This design comes from an exercise in tuning for a short achievable clock period and few clock cycles on the open sky130 flow, not from production work.
At most, simulation tests tie the RTL to the original design; equivalence was not proved.

==> run a: inputs <==
// CPU
module CPU(
    input clk,rst,
    input [31:0]mem_rdata,
    output [7:0]mem_addr,
    output [31:0]mem_wdata,
    output mem_we
    );
Settings: LEC_CHECK=0, ABC_CLOCK_PERIOD_IN_PS=3000, CAP_MARGIN=20, CORE_MARGIN=2, CORE_UTILIZATION=30, SETUP_SLACK_MARGIN=5, SLEW_MARGIN=20; clock period 9.0 ns.
run.sh (not shown) runs the stock make flow with config.mk's settings and CLKGATE_MAP_FILE= SYNTH_SCRIPT=/design/flow/synth_recipe.tcl, a recipe that flattens the netlist after the stock synthesis.
==> run b: changes against run a <==
--- a/flow/design.v
+++ b/flow/design.v
@@ -3,17 +3,22 @@
     input clk,rst,
     input [31:0]mem_rdata,
     output [7:0]mem_addr,
     output [31:0]mem_wdata,
     output mem_we
     );
+    localparam CB  = 6;          
+    localparam CN  = 1 << CB;
+    localparam PFL = 48;          
     reg  [7:0]  maddr;                
     reg         mwe;                  
     reg  [31:0] mwdata;
     reg         dcyc;                 
+    reg         pfetch;               
     reg  [7:0]  fpc;                  
+    reg  [7:0]  pf;                   
     assign mem_addr  = maddr;
     assign mem_we    = mwe;
     assign mem_wdata = mwdata;
     reg         vD;
     reg  [31:0] irD;
     reg  [7:0]  pcD;
@@ -47,21 +52,30 @@
     reg  [7:0]  btb_tgt [0:31];
     reg  [1:0]  btb_ctr [0:31];
     wire [4:0]  fidx  = fpc[4:0];
     wire        f_hit = btb_v[fidx] && (btb_tag[fidx] == fpc[7:5]);
     wire [1:0]  f_ctr = btb_ctr[fidx];
     wire        f_pt  = f_hit && f_ctr[1];
-    wire [7:0]  f_npc = f_pt ? btb_tgt[fidx] : fpc + 8'd1;
-    localparam CB = 5;
-    localparam CN = 1 << CB;
-    reg         ic_v   [0:CN-1];
+    wire [7:0]  f_tgt = btb_tgt[fidx];
+    wire [7:0]  f_seq = fpc + 8'd1;
+    wire [7:0]  f_npc = f_pt ? f_tgt : f_seq;
+    reg           ic_v   [0:CN-1];
     reg  [7-CB:0] ic_tag [0:CN-1];
-    reg  [31:0] ic_d   [0:CN-1];
-    wire [CB-1:0] cidx = fpc[CB-1:0];
-    wire        c_hit = ic_v[cidx] && (ic_tag[cidx] == fpc[7:CB]);
-    wire [31:0] f_inst = dcyc ? ic_d[cidx] : mem_rdata;
+    reg  [31:0]   ic_d   [0:CN-1];
+    function lookup;
+        input [7:0] a;
+        lookup = ic_v[a[CB-1:0]] && (ic_tag[a[CB-1:0]] == a[7:CB]);
+    endfunction
+    wire        c_hit  = lookup(fpc);
+    wire [31:0] f_inst = pfetch ? mem_rdata : ic_d[fpc[CB-1:0]];
+    wire        h_seq  = lookup(f_seq);
+    wire        h_btb  = lookup(f_tgt);
+    wire        h_pf   = lookup(pf);
+    wire        m_hit  = lookup(maddr);
+    wire [7:0]  pf_dist = pf - fpc;
+    wire        pf_ok  = (pf_dist < PFL);
     wire        x_inv = x_sub | x_slt;
     wire [31:0] sum   = aX + bX + {31'd0, x_inv};
     wire        b31   = bX[31] ^ x_inv;                  
     wire        lt    = (aX[31] != b31) ? aX[31] : sum[31];
     wire [31:0] logic_res =
           ({32{x_and}} & (aX & bX))
@@ -120,39 +134,57 @@
     wire [31:0] b_nx = fwb ? resW : rf_b;
     wire [31:0] valA = fxa ? xres : a_nx;
     wire [31:0] valB = fxb ? xres : b_nx;
     wire        d_inv = d_sub | d_slt;
     wire [31:0] b_sel = d_immop ? imm : valB;
     wire        stall = vD & d_mem & x_ld & fxa;
-    wire [7:0]  base8 = (x_wr & (x_dst == rs) & ~x_ld) ? alu8 : a_nx[7:0];
+    wire [7:0]  base8 = (fxa & ~x_ld) ? alu8 : a_nx[7:0];
     wire [7:0]  daddr = base8 + irD[7:0];
-    wire fetch  = (~dcyc | c_hit) & ~stall;
+    wire fetch  = (pfetch | c_hit) & ~stall;               
     wire go_mem = vD & d_mem & ~stall & ~x_redir;         
     wire [7:0] nf = x_redir ? x_rtgt :
                     d_redir ? d_rtgt :
                     fetch   ? f_npc  : fpc;
     wire x_next = vD & ~stall & ~x_redir;                 
+    wire h_xt = lookup(tgtX);
+    wire h_xp = lookup(pc1X);
+    wire h_dt = lookup(d_tgt);
+    wire h_dp = lookup(d_pc1);
+    wire nf_hit = x_redir ? (taken ? h_xt : h_xp) :
+                  d_redir ? (d_wantt ? h_dt : h_dp) :
+                  fetch   ? (f_pt ? h_btb : h_seq) : c_hit;
+    wire [7:0] pf_lead = pf - nf;                          
+    wire do_pre = ~go_mem & nf_hit & pf_ok & ~h_pf;       
+    wire ic_we  = ~dcyc | (mwe & m_hit);
     integer i;
     always @(posedge clk or posedge rst) begin
         if (rst) begin
-            maddr <= 8'd0;
-            mwe   <= 1'b0;
-            dcyc  <= 1'b0;
-            fpc   <= 8'd0;
-            vD    <= 1'b0;
+            maddr  <= 8'd0;
+            mwe    <= 1'b0;
+            dcyc   <= 1'b0;
+            pfetch <= 1'b1;
+            fpc    <= 8'd0;
+            pf     <= 8'd0;
+            vD     <= 1'b0;
             {x_add, x_sub, x_and, x_or, x_xor, x_nor, x_slt} <= 7'd0;
             {x_ld, x_beq, x_bne, x_j, x_wr} <= 5'd0;
-            w_wr  <= 1'b0;
+            w_wr   <= 1'b0;
             for (i = 0; i < 32; i = i + 1) btb_v[i] <= 1'b0;
             for (i = 0; i < CN; i = i + 1) ic_v[i] <= 1'b0;
         end else begin
-            fpc   <= nf;
-            maddr <= go_mem ? daddr : nf;
-            mwe   <= go_mem & d_st;
-            dcyc  <= go_mem;
-            if (~dcyc) ic_v[cidx] <= 1'b1;
+            fpc    <= nf;
+            maddr  <= go_mem ? daddr : do_pre ? pf : nf;
+            mwe    <= go_mem & d_st;
+            dcyc   <= go_mem;
+            pfetch <= ~go_mem & ~do_pre;
+            if (~go_mem & ~nf_hit & ((pf_lead == 8'd0) | (pf_lead > PFL)))
+                pf <= nf + 8'd1;
+            else if (nf_hit & pf_ok & (do_pre | h_pf))
+                pf <= pf + 8'd1;
+            if (ic_we)
+                ic_v[maddr[CB-1:0]] <= 1'b1;
             if (stall)
                 vD <= 1'b1;
             else
                 vD <= fetch & ~x_redir & ~d_redir;
             if (x_next) begin
                 {x_add, x_sub, x_and, x_or, x_xor, x_nor, x_slt} <= {d_add, d_sub, d_and, d_or, d_xor, d_nor, d_slt};
@@ -164,15 +196,15 @@
             w_wr <= x_wr;
             if ((x_br & taken) | x_j)
                 btb_v[pcX[4:0]] <= 1'b1;
         end
     end
     always @(posedge clk) begin
-        if (~dcyc) begin
-            ic_d[cidx]   <= mem_rdata;
-            ic_tag[cidx] <= fpc[7:CB];
+        if (ic_we) begin
+            ic_d[maddr[CB-1:0]]   <= dcyc ? mwdata : mem_rdata;
+            ic_tag[maddr[CB-1:0]] <= maddr[7:CB];
         end
         if (fetch) begin
             irD  <= f_inst;
             pcD  <= fpc;
             ptD  <= f_pt;
             hitD <= f_hit;
==> run c: changes against run a <==
--- a/flow/design.v
+++ b/flow/design.v
@@ -43,25 +43,17 @@
         end
     endgenerate
     reg         btb_v   [0:31];
     reg  [2:0]  btb_tag [0:31];
     reg  [7:0]  btb_tgt [0:31];
     reg  [1:0]  btb_ctr [0:31];
-    wire [4:0]  fidx  = fpc[4:0];
-    wire        f_hit = btb_v[fidx] && (btb_tag[fidx] == fpc[7:5]);
+    wire [4:0]  fidx  = maddr[4:0];
+    wire        f_hit = btb_v[fidx] && (btb_tag[fidx] == maddr[7:5]);
     wire [1:0]  f_ctr = btb_ctr[fidx];
     wire        f_pt  = f_hit && f_ctr[1];
-    wire [7:0]  f_npc = f_pt ? btb_tgt[fidx] : fpc + 8'd1;
-    localparam CB = 5;
-    localparam CN = 1 << CB;
-    reg         ic_v   [0:CN-1];
-    reg  [7-CB:0] ic_tag [0:CN-1];
-    reg  [31:0] ic_d   [0:CN-1];
-    wire [CB-1:0] cidx = fpc[CB-1:0];
-    wire        c_hit = ic_v[cidx] && (ic_tag[cidx] == fpc[7:CB]);
-    wire [31:0] f_inst = dcyc ? ic_d[cidx] : mem_rdata;
+    wire [7:0]  f_npc = f_pt ? btb_tgt[fidx] : maddr + 8'd1;
     wire        x_inv = x_sub | x_slt;
     wire [31:0] sum   = aX + bX + {31'd0, x_inv};
     wire        b31   = bX[31] ^ x_inv;                  
     wire        lt    = (aX[31] != b31) ? aX[31] : sum[31];
     wire [31:0] logic_res =
           ({32{x_and}} & (aX & bX))
@@ -122,13 +114,13 @@
     wire [31:0] valB = fxb ? xres : b_nx;
     wire        d_inv = d_sub | d_slt;
     wire [31:0] b_sel = d_immop ? imm : valB;
     wire        stall = vD & d_mem & x_ld & fxa;
     wire [7:0]  base8 = (x_wr & (x_dst == rs) & ~x_ld) ? alu8 : a_nx[7:0];
     wire [7:0]  daddr = base8 + irD[7:0];
-    wire fetch  = (~dcyc | c_hit) & ~stall;
+    wire fetch  = ~dcyc;
     wire go_mem = vD & d_mem & ~stall & ~x_redir;         
     wire [7:0] nf = x_redir ? x_rtgt :
                     d_redir ? d_rtgt :
                     fetch   ? f_npc  : fpc;
     wire x_next = vD & ~stall & ~x_redir;                 
     integer i;
@@ -140,19 +132,17 @@
             fpc   <= 8'd0;
             vD    <= 1'b0;
             {x_add, x_sub, x_and, x_or, x_xor, x_nor, x_slt} <= 7'd0;
             {x_ld, x_beq, x_bne, x_j, x_wr} <= 5'd0;
             w_wr  <= 1'b0;
             for (i = 0; i < 32; i = i + 1) btb_v[i] <= 1'b0;
-            for (i = 0; i < CN; i = i + 1) ic_v[i] <= 1'b0;
         end else begin
             fpc   <= nf;
             maddr <= go_mem ? daddr : nf;
             mwe   <= go_mem & d_st;
             dcyc  <= go_mem;
-            if (~dcyc) ic_v[cidx] <= 1'b1;
             if (stall)
                 vD <= 1'b1;
             else
                 vD <= fetch & ~x_redir & ~d_redir;
             if (x_next) begin
                 {x_add, x_sub, x_and, x_or, x_xor, x_nor, x_slt} <= {d_add, d_sub, d_and, d_or, d_xor, d_nor, d_slt};
@@ -164,19 +154,15 @@
             w_wr <= x_wr;
             if ((x_br & taken) | x_j)
                 btb_v[pcX[4:0]] <= 1'b1;
         end
     end
     always @(posedge clk) begin
-        if (~dcyc) begin
-            ic_d[cidx]   <= mem_rdata;
-            ic_tag[cidx] <= fpc[7:CB];
-        end
-        if (fetch) begin
-            irD  <= f_inst;
-            pcD  <= fpc;
+        if (fetch & ~stall) begin
+            irD  <= mem_rdata;
+            pcD  <= maddr;
             ptD  <= f_pt;
             hitD <= f_hit;
             ctrD <= f_ctr;
         end
         mwdata <= valB;
         x_dst <= d_dst;
==> metrics.md <==
| Metric | Value |
|---|---|
| Vias in the first global route | `53600` |
| # rows | `194` |
| Clk cell area share | `6.40%` |
| Status | `timing/DRC/antenna clean` |
| Met1 usage | `25.1%` |
| Design area | `0.0965 sq mm` |
| WP data arrival | `5.14 ns` |
| Clk_skew | `0.0751 ns` |
| Multi-In Gates | `3377` |
| Commonest non-fill, non-tap cell in the layout | `mux2_2` |
| Seq cells post-synth | `1682` |
the above is filed under run c

==> metrics.md <==
| Metric | Value |
|---|---|
| Met1 usage | `23.3%` |
| Design area | `0.149 sq mm` |
| Multi-In Gates | `3985` |
| Status | `timing/DRC/antenna clean` |
| Clk cell area share | `6.94%` |
| WP data arrival | `5.14 ns` |
| Commonest non-fill, non-tap cell in the layout | `edfxtp_1` |
| # rows | `239` |
| Vias in the first global route | `76000` |
the above is filed under run a

==> metrics.md <==
| Metric | Value |
|---|---|
| HPWL Detailed | `387000 um` |
| Vias in the first global route | `119000` |
| Commonest non-fill, non-tap cell in the layout | `edfxtp_1` |
| Synth cell types | `110` |
| Sw Ratio | `40.0%` |
| Clk_skew | `0.135 ns` |
| Seq cells post-synth | `3931` |
| Design area | `0.234 sq mm` |
| Met1 usage | `28.9%` |
| Most frequent cells after synthesis | `edfxtp_1 (2636), mux4_2 (1631), mux2_2 (1163)` |
| Critical path depth | `34` |
| Clk cell area share | `5.79%` |
| Multi-In Gates | `5905` |
| Status | `timing/DRC/antenna clean` |
| # rows | `288` |
the above is filed under run b

Testbench counts of run b, summed over its fixed seeds: cycles 86,014.
Only the layout flow was run in run a and run c; the RTL was not checked for function there.

-- afterwards: timing with drivers on the ports --
Ports are ideal in the flow. The routed layouts listed here were re-timed in OpenROAD. Step 1 sets driving cells, clkbuf_16 on the clock port and buf_2 on the other inputs (assumed; they add their load-dependent delay and slew). Step 2 times the ports against the registers' clock, not the clock port: input delays grow and output delays shrink by t, the midpoint of the rising clock arrivals with the driver on. Slacks: ideal / step 1 / step 2; pairs: ideal / step 1.
run	t, ns	slack for setup (ns)	worst setup path after step 2	worst data-port slew with drivers (ns)	pins driven straight from the clock port
run a	0.999	4.667 / 4.667 / 4.629	input, reset recovery	0.11	1
run b	1.239	1.838 / 1.838 / 1.838	register to register	0.32	1
run c	0.942	4.608 / 4.608 / 4.608	register to register	0.20	1
After both steps setup and hold are still met in every run listed. The setup slack of run a, which loses most, moves by 0.000 ns with the drivers and by -0.038 ns with both steps. The worst setup slack also covers recovery checks on asynchronous resets.
